Background: an optimization exercise with open tools, aiming at small area. Do not read the settings as production practice.
RTL that was checked went through simulation tests only; none was proved equivalent to the original.

== the previous run ==
// top_module
module top_module(
    input wire clk_100MHz,
    input wire rst,
    input wire DOUT,
    input wire tare_button,
    input wire calib_button,
    output wire PD_SCK,
    output wire [7:0] SEG,
    output wire [7:0] AN,
    output wire TX
);
    reg [4:0] T;      
    reg       rst_d;  
    always @(posedge clk_100MHz) begin
        rst_d <= rst;
        if (rst) T <= 5'd0;
        else     T <= T + 5'd1;
    end
    wire signed [23:0] RAW_VAL;
    wire        DATA_VALID;
    wire        RAW_PEND;
    wire signed [23:0] TARE;
    wire signed [23:0] CALIBRATE_VAL;
    wire [24:0] CALIBRATED_OUTPUT;
    wire signed [23:0] LAST;
    wire [23:0] NEW_CAL;
    hx711_data_module HX711(
        .clk_100MHz(clk_100MHz), .rst(rst), .phase(T[1:0]), .DOUT(DOUT),
        .PD_SCK(PD_SCK), .RAW_VAL(RAW_VAL), .DATA_VALID(DATA_VALID), .RAW_PEND(RAW_PEND)
    );
    get_tare_and_calibration GET_TARE_CAL(
        .clk_100MHz(clk_100MHz), .rst(rst), .rst_d(rst_d), .T(T[3:0]),
        .tare_button(tare_button), .calib_button(calib_button),
        .DATA_VALID(DATA_VALID), .RAW_VAL(RAW_VAL), .new_cal(NEW_CAL),
  ...
Settings: LEC_CHECK=0, ABC_AREA=1, CAP_MARGIN=20, CORE_MARGIN=2, CORE_UTILIZATION=45, CTS_BUF_LIST=sky130_fd_sc_hd__clkbuf_16, CTS_CLUSTER_DIAMETER=100, CTS_CLUSTER_SIZE=30, SLEW_MARGIN=20; clock period 400.0 ns.
standard.sh (not shown) runs the stock make flow with config.mk's settings and CLKGATE_MAP_FILE= SYNTH_SCRIPT=/design/flow/synth_recipe.tcl, a recipe that flattens the netlist after the stock synthesis.
==> flow/flow/run.sh <==
#!/bin/bash
# Layout flow: the standard synthesis, unchanged; then the combinational
# cells of its netlist are mapped again by ABC with an area-oriented mapper
# (flip-flops, full adders and tie cells are kept as they are, with
# their names); then the standard flow from floorplan to finish.
set -euo pipefail
R=$PWD/orfs/results/$FLOW_PLATFORM/top_module/base
L=$PWD/orfs/logs/$FLOW_PLATFORM/top_module/base
LIB=$FLOW_HOME/platforms/$FLOW_PLATFORM/lib/sky130_fd_sc_hd__tt_025C_1v80.lib
YOSYS=$FLOW_HOME/../tools/install/yosys/bin/yosys
[ -x "$YOSYS" ] || YOSYS=yosys

# 1. standard synthesis (writes 1_2_yosys.v)
bash standard.sh "$R/1_2_yosys.v" > std_synth.log 2>&1
cp "$R/1_2_yosys.v" "$R/1_2_yosys_std.v"

# 2. re-map the combinational logic
KEEP=$(grep -o 'sky130_fd_sc_hd__[a-z0-9_]*' "$R/1_2_yosys_std.v" | sort -u |
       grep -E '__(df|edf|sdf|dl|fa_|conb)' | tr '\n' ' ')
DU=$(grep -o -- '-dont_use [A-Za-z0-9_]*' "$L/1_2_yosys.log" | sort -u | tr '\n' ' ')
sed -e "s#@LIB@#$LIB#g" -e "s#@KEEP@#$KEEP#g" -e "s#@DU@#$DU#g" \
    -e "s#@IN@#$R/1_2_yosys_std.v#g" -e "s#@OUT@#$R/1_2_yosys.v#g" \
    -e "s#@ABC@#$PWD/flow/area.abc#g" flow/remap.ys > remap_run.ys
"$YOSYS" -l remap.log remap_run.ys > /dev/null 2>&1
sed -e "s#@LIB@#$LIB#g" -e "s#@OUT@#$R/1_2_yosys.v#g" flow/stat.ys > stat_run.ys
"$YOSYS" -l remap_stat.log stat_run.ys > /dev/null 2>&1

# 3. standard flow on the re-mapped netlist
bash standard.sh > std_finish.log 2>&1
==> flow/flow/area.abc <==
strash
dch
amap
topo
==> flow/flow/remap.ys <==
# cells as their functions, except the ones kept as they are
read_liberty -ignore_miss_func @LIB@
read_verilog @IN@
hierarchy -top top_module
setattr -mod -set keep_hierarchy 1 @KEEP@
flatten top_module
opt_clean top_module
abc -script @ABC@ -liberty @LIB@ @DU@ top_module
opt_clean -purge top_module
hilomap -singleton -hicell sky130_fd_sc_hd__conb_1 HI -locell sky130_fd_sc_hd__conb_1 LO top_module
insbuf -buf sky130_fd_sc_hd__buf_4 A X top_module
opt_clean -purge top_module
select top_module
write_verilog -noattr -nohex -nodec -selected @OUT@
==> flow/flow/stat.ys <==
read_liberty -lib @LIB@
read_verilog @OUT@
hierarchy -top top_module
check -assert
stat -liberty @LIB@
--- input diff the previous run..the current run ---
-- flow/design.v --
<<< the previous run, line 78
    input  wire        DATA_VALID,
    input  wire signed [23:0] RAW_VAL,
    input  wire [23:0] new_cal,         
    output reg  signed [23:0] last_raw_val,
    output reg  signed [23:0] TARE,
    output reg  signed [23:0] CALIBRATE_VAL
>>> the current run, line 78
    input  wire        DATA_VALID,
    input  wire signed [23:0] RAW_VAL,
    output reg  signed [23:0] TARE,
    output reg  signed [23:0] CALIBRATE_VAL
<<< the previous run, line 99
    wire calib_pulse = upd & c_dff1 & ~c_dff2;
    reg [2:0] dv_d;
    always @(posedge clk_100MHz) begin
        dv_d <= {dv_d[1:0], DATA_VALID};
        if (dv_d[2] | rst_d) last_raw_val <= RAW_VAL;
    end
    always @(posedge clk_100MHz) begin
>>> the current run, line 97
    wire calib_pulse = upd & c_dff1 & ~c_dff2;
    reg [2:0] dv_d;
    reg signed [23:0] last_raw_val;
    always @(posedge clk_100MHz) begin
        dv_d <= {dv_d[1:0], DATA_VALID};
        if (dv_d[2] | rst_d) last_raw_val <= RAW_VAL;
    end
    reg [23:0] new_cal;
    reg c;
    integer i;
    always @* begin
        c = 1'b1;
        for (i = 0; i < 24; i = i + 1) begin
            new_cal[i] = last_raw_val[i] ^ ~TARE[i] ^ c;
            c = (last_raw_val[i] & ~TARE[i]) | (c & (last_raw_val[i] ^ ~TARE[i]));
        end
    end
    always @(posedge clk_100MHz) begin
<<< the previous run, line 119
    input  wire signed [23:0] CALIBRATE_VAL,
    input  wire signed [23:0] RAW_VAL,
    input  wire signed [23:0] LAST,
    output wire [23:0] NEW_CAL,
    output wire [24:0] CALIBRATED_OUTPUT
);
>>> the current run, line 128
    input  wire signed [23:0] CALIBRATE_VAL,
    input  wire signed [23:0] RAW_VAL,
    output wire [24:0] CALIBRATED_OUTPUT
);
<<< the previous run, line 143
        end
    endfunction
    wire [23:0] minuend = (phase == 2'd0) ? LAST : RAW_VAL;
    wire [34:0] d  = add35({{11{minuend[23]}}, minuend}, ~{{11{TARE[23]}}, TARE}, 1'b1);
    assign NEW_CAL = d[23:0];
    wire [34:0] d3 = add35({{10{d[24]}}, d[24:0]}, {{9{d[24]}}, d[24:0], 1'b0}, 1'b0);
    wire [34:0] d5 = add35({{10{d[24]}}, d[24:0]}, {{8{d[24]}}, d[24:0], 2'b0}, 1'b0);
>>> the current run, line 150
        end
    endfunction
    wire [34:0] d  = add35({{11{RAW_VAL[23]}}, RAW_VAL}, ~{{11{TARE[23]}}, TARE}, 1'b1);
    wire [34:0] d3 = add35({{10{d[24]}}, d[24:0]}, {{9{d[24]}}, d[24:0], 1'b0}, 1'b0);
    wire [34:0] d5 = add35({{10{d[24]}}, d[24:0]}, {{8{d[24]}}, d[24:0], 2'b0}, 1'b0);
<<< the previous run, line 161
        end
    end
    reg        sN_q;
    reg  [5:0] absN_lo;
    always @(posedge clk) begin
        sN_q    <= sN;
        absN_lo <= absN[5:0];
    end
    wire [39:0] X = {1'b0, absN, 4'b0};
    wire [9:0] xin = (phase == 2'd1) ? X[39:30] :
                     (phase == 2'd2) ? X[29:20] :
                     (phase == 2'd3) ? X[19:10] : {absN_lo, 4'b0};
    wire        sD   = CALIBRATE_VAL[23];
    wire [24:0] Dext = {sD, CALIBRATE_VAL};
>>> the current run, line 166
        end
    end
    wire [39:0] X = {1'b0, absN, 4'b0};
    wire [9:0] xin = (phase == 2'd1) ? X[39:30] :
                     (phase == 2'd2) ? X[29:20] :
                     (phase == 2'd3) ? X[19:10] : X[9:0];
    wire        sD   = CALIBRATE_VAL[23];
    wire [24:0] Dext = {sD, CALIBRATE_VAL};
<<< the previous run, line 188
    end
    wire        rneg = r[24];
    wire        inc  = rneg & (sD ^ sN_q);
    wire [23:0] y    = {q_hi, qb} ^ {24{sN_q}};
    reg  [23:0] yi;
    reg         cy;
>>> the current run, line 187
    end
    wire        rneg = r[24];
    wire        inc  = rneg & (sD ^ sN);
    wire [23:0] y    = {q_hi, qb} ^ {24{sN}};
    reg  [23:0] yi;
    reg         cy;
<<< the previous run, line 363
    wire signed [23:0] CALIBRATE_VAL;
    wire [24:0] CALIBRATED_OUTPUT;
    wire signed [23:0] LAST;
    wire [23:0] NEW_CAL;
    hx711_data_module HX711(
        .clk_100MHz(clk_100MHz), .rst(rst), .phase(T[1:0]), .DOUT(DOUT),
>>> the current run, line 362
    wire signed [23:0] CALIBRATE_VAL;
    wire [24:0] CALIBRATED_OUTPUT;
    hx711_data_module HX711(
        .clk_100MHz(clk_100MHz), .rst(rst), .phase(T[1:0]), .DOUT(DOUT),
<<< the previous run, line 372
        .clk_100MHz(clk_100MHz), .rst(rst), .rst_d(rst_d), .T(T[3:0]),
        .tare_button(tare_button), .calib_button(calib_button),
        .DATA_VALID(DATA_VALID), .RAW_VAL(RAW_VAL), .new_cal(NEW_CAL),
        .last_raw_val(LAST), .TARE(TARE), .CALIBRATE_VAL(CALIBRATE_VAL)
    );
    output_calibrated_weight CALC_WEIGHT(
        .clk(clk_100MHz), .phase(T[1:0]),
        .TARE(TARE), .CALIBRATE_VAL(CALIBRATE_VAL), .RAW_VAL(RAW_VAL),
        .LAST(LAST), .NEW_CAL(NEW_CAL), .CALIBRATED_OUTPUT(CALIBRATED_OUTPUT)
    );
    signed_bcd_driver DISPLAY(
>>> the current run, line 369
        .clk_100MHz(clk_100MHz), .rst(rst), .rst_d(rst_d), .T(T[3:0]),
        .tare_button(tare_button), .calib_button(calib_button),
        .DATA_VALID(DATA_VALID), .RAW_VAL(RAW_VAL),
        .TARE(TARE), .CALIBRATE_VAL(CALIBRATE_VAL)
    );
    output_calibrated_weight CALC_WEIGHT(
        .clk(clk_100MHz), .phase(T[1:0]),
        .TARE(TARE), .CALIBRATE_VAL(CALIBRATE_VAL), .RAW_VAL(RAW_VAL),
        .CALIBRATED_OUTPUT(CALIBRATED_OUTPUT)
    );
    signed_bcd_driver DISPLAY(
[summary]
The current run: done, clean on timing, DRC and antenna. NOTE: sequential fraction of total cell area in the current run falls short of that of the previous run. In the flow results for the previous run and the current run, the slew at the pin closest to its max-slew limit is smaller on the current run. Compared with the previous run, in the current run non-clock buffer count lost 7; total detailed-routing wirelength now smaller; area after synthesis rose about 0.4%. Maximum achievable frequency went down by a few percent going from the previous run to the current run. Maximum cell stage delay along the critical path, the previous run and the current run: smaller value in the previous run. A start point of the critical path of T[1]$_SDFF_PP0_ is what the previous run shows, while HX711.read_val[0]$_SDFFE_PP0P_ belongs to the current run. Going from the previous run to the current run, die area went up by about 0.4%. The current run vs the previous run: wire length per cell down by a few percent. Against the previous run, the final cell area of the current run is higher. Comparing the previous run and the current run, the higher number of instances in the placed design is on the previous run.

* * *

top_module, a different RTL version from the one above (not shown whole).
Size in the first run: roughly 220 flip-flops, ~0.026 sq mm of cells after synthesis.
==> flow/design.v (excerpt) <==
module top_module(
    input wire clk_100MHz,
    input wire rst,
    input wire DOUT,
    input wire tare_button,
    input wire calib_button,
    output wire PD_SCK,
    output wire [7:0] SEG,
    output wire [7:0] AN,
    output wire TX
);
make LEC_CHECK=0 ABC_AREA=1 CAP_MARGIN=20 CORE_MARGIN=2 CORE_UTILIZATION=45 CTS_BUF_LIST=sky130_fd_sc_hd__clkbuf_8 CTS_CLUSTER_DIAMETER=60 CTS_CLUSTER_SIZE=16 SLEW_MARGIN=20 finish   # period 400.0 ns
run.sh (not shown) runs the stock make flow with config.mk's settings and CLKGATE_MAP_FILE= SYNTH_SCRIPT=/design/flow/synth_recipe.tcl, a recipe that flattens the netlist after the stock synthesis.
Stock flow here: none of the scripts above is used.
Next try:
--- a/flow/design.v
+++ b/flow/design.v
@@ -126,15 +126,15 @@
 endmodule
 module output_calibrated_weight(
     input  wire clk,
     input  wire [1:0] phase,
     input  wire signed [23:0] TARE,
     input  wire signed [23:0] CALIBRATE_VAL,
     input  wire signed [23:0] RAW_VAL,
-    output reg  [24:0] CALIBRATED_OUTPUT
+    output wire [24:0] CALIBRATED_OUTPUT
 );
     function automatic [34:0] add35(input [34:0] a, input [34:0] b, input cin);
         reg c; integer i;
         begin
             c = cin;
             for (i = 0; i < 35; i = i + 1) begin
                 add35[i] = a[i] ^ b[i] ^ c;
@@ -198,40 +198,33 @@
         cy = inc;
         for (m = 0; m < 24; m = m + 1) begin
             yi[m] = y[m] ^ cy;
             cy = cy & y[m];
         end
     end
     wire [24:0] Q = {yi, ~rneg};
-    wire [24:0] W = {Q[24], Q[23:0] ^ {24{Q[24]}}};
+    assign CALIBRATED_OUTPUT = {Q[24], Q[23:0] ^ {24{Q[24]}}};
     always @(posedge clk) begin
         rem_q <= r;
         q_hi  <= {q_hi[3:0], qb};
-        if (phase == 2'd0) CALIBRATED_OUTPUT <= W;
     end
 endmodule
 module signed_bcd_driver(
     input  wire       CLK,
     input  wire       RST,
     input  wire       RST_D,
     input  wire [4:0] T,
     input  wire [24:0] SIGNED_INT_DISPLAY,
     output reg  [7:0] segment,
     output reg  [7:0] anode
 );
     reg started4;   
-    reg started5;   
     always @(posedge CLK) begin
-        if (RST | RST_D) begin
-            started4 <= 1'b0;
-            started5 <= 1'b0;
-        end else begin
-            if (T[1:0] == 2'd3) started4 <= 1'b1;
-            if (T[1:0] == 2'd0) started5 <= 1'b1;
-        end
+        if (RST | RST_D)        started4 <= 1'b0;
+        else if (T[1:0] == 2'd3) started4 <= 1'b1;
     end
     wire [25:0] st [0:24];
     assign st[0] = 26'd0;
     genvar gi, gj;
     generate for (gi = 0; gi < 24; gi = gi + 1) begin : g_step
         wire [25:0] adj;
         for (gj = 0; gj < 3; gj = gj + 1) begin : g_dig
@@ -240,16 +233,15 @@
             end else begin : g_keep
                 assign adj[7*gj +: 7] = st[gi][7*gj +: 7];
             end
         end
         assign adj[25:21] = st[gi][25:21];
         assign st[gi+1] = {adj[24:0], SIGNED_INT_DISPLAY[23-gi]};
     end endgenerate
-    wire [4:0] tm5 = T - 5'd5;
-    wire [2:0] sel = tm5[4:2];
+    wire [2:0] sel = T[4:2] - 3'd1;
     wire [6:0] b100 = (sel[2:1] == 2'd0) ? st[24][6:0] :
                       (sel[2:1] == 2'd1) ? st[24][13:7] :
                       (sel[2:1] == 2'd2) ? st[24][20:14] : {2'b0, st[24][25:21]};
     reg [7:0] tu;        
     always @* begin
         case (b100)
             7'd0: tu = 8'h00;
@@ -378,17 +370,21 @@
             7'd123: tu = 8'h00;
             7'd124: tu = 8'h00;
             7'd125: tu = 8'h00;
             7'd126: tu = 8'h00;
             7'd127: tu = 8'h00;
         endcase
     end
-    wire [3:0] dig = ~started5 ? 4'd0 :
-                     (sel == 3'd7) ? {3'b101, ~SIGNED_INT_DISPLAY[24]} :
-                     sel[0] ? tu[7:4] : tu[3:0];
+    wire [3:0] code = (sel == 3'd7) ? {3'b101, ~SIGNED_INT_DISPLAY[24]} :
+                      sel[0] ? tu[7:4] : tu[3:0];
+    reg  [3:0] dig;      
+    always @(posedge CLK) begin
+        if (RST | RST_D)         dig <= 4'd0;
+        else if (T[1:0] == 2'd0) dig <= code;
+    end
     always @* begin
         case (dig)
             4'b0000: segment = 8'b00000011;
             4'b0001: segment = 8'b10011111;
             4'b0010: segment = 8'b00100101;
             4'b0011: segment = 8'b00001101;
             4'b0100: segment = 8'b10011001;
@@ -398,15 +394,15 @@
             4'b1000: segment = 8'b00000001;
             4'b1001: segment = 8'b00001001;
             4'b1010: segment = 8'b11111101;
             default: segment = 8'b11111111;
         endcase
         if (T >= 5'd13 && T <= 5'd16) segment[0] = 1'b0;
         if (RST_D) segment = 8'b11111111;
-        anode = started4 ? ~(8'd1 << (T[4:2] - 3'd1)) : 8'b11111111;
+        anode = started4 ? ~(8'd1 << sel) : 8'b11111111;
     end
 endmodule
 module b100_fix(input wire [6:0] a, output wire [6:0] o);
     wire g  = a[6] | (a[5] & a[4] & (a[3] | a[2] | a[1]));
     wire c2 = a[1] & g;
     wire c3 = (a[2] & g) | (c2 & (a[2] | g));
     wire c4 = (a[3] & g) | (c3 & (a[3] | g));
@@ -445,15 +441,15 @@
             end
         end
         if (tick) begin
             pc <= (fs | byte_end) ? 4'd1 : pc + 4'd1;
             if (fs) bc <= 2'd0;
             else if (byte_end) bc <= bc + 2'd1;
         end
-        if (~fs && pc == 4'd1 && bc == 2'd0 && (T == 3'd1 || (T == 3'd5 && fix)))
+        if ((tick && fs) || (~fs && pc == 4'd1 && bc == 2'd0 && T == 3'd4 && fix))
             sr <= WEIGHTED;
         else if (tick && data_bit)
             sr <= {1'b0, sr[24:1]};
     end
 endmodule
 module top_module(
     input wire clk_100MHz,
What happened: The changed run ran to the end with no violations; area after synthesis came out lower by about 2.2%; cell area goes down by about 2.3%; die area drops by about 2%; via count came out lower by 2.9%; clock-buffer cell count stays the same; utilization barely changes; wire length came out lower by 4.6%; fmax decreases by about 20%; register-to-register slack gets worse by 33 ns; setup slack got worse by 33 ns; worst hold slack improved by 0.0057 ns; cell count is lower by 0.98%; sequential share of layout area falls by 1.6 points.
For the first run of this note, only the layout was checked, not whether the RTL still works.

[separate check: timing with driven ports]
Ports are ideal in the flow. The routed layouts listed here were re-timed in OpenROAD.
Step 1 (the two cells are an assumption about what drives the block):
set clk [get_ports {clk_100MHz}]
set_driving_cell -lib_cell sky130_fd_sc_hd__clkbuf_16 $clk
set_driving_cell -lib_cell sky130_fd_sc_hd__buf_2 [delete_from_list [all_inputs] $clk]
Step 2 adds t to the input delays and takes it off the output delays; t is the mean of the earliest and latest rising clock arrival at the registers after step 1. Input paths then give back, and output paths get back, about the clock's delay inside the block.
a / b / c = ideal ports / drivers / drivers and shift; a / b = the first two.
run	t (ns)	setup WS [ns]	worst setup path after step 2
the previous run	0.565	239.011 / 239.011 / 239.011	register to register
the current run	0.571	235.595 / 235.595 / 235.595	register to register
the first run of note 2	0.695	273.654 / 273.654 / 273.654	register to register
the second run of note 2	0.649	240.731 / 240.731 / 240.731	register to register
After both steps every run listed still meets setup and hold.
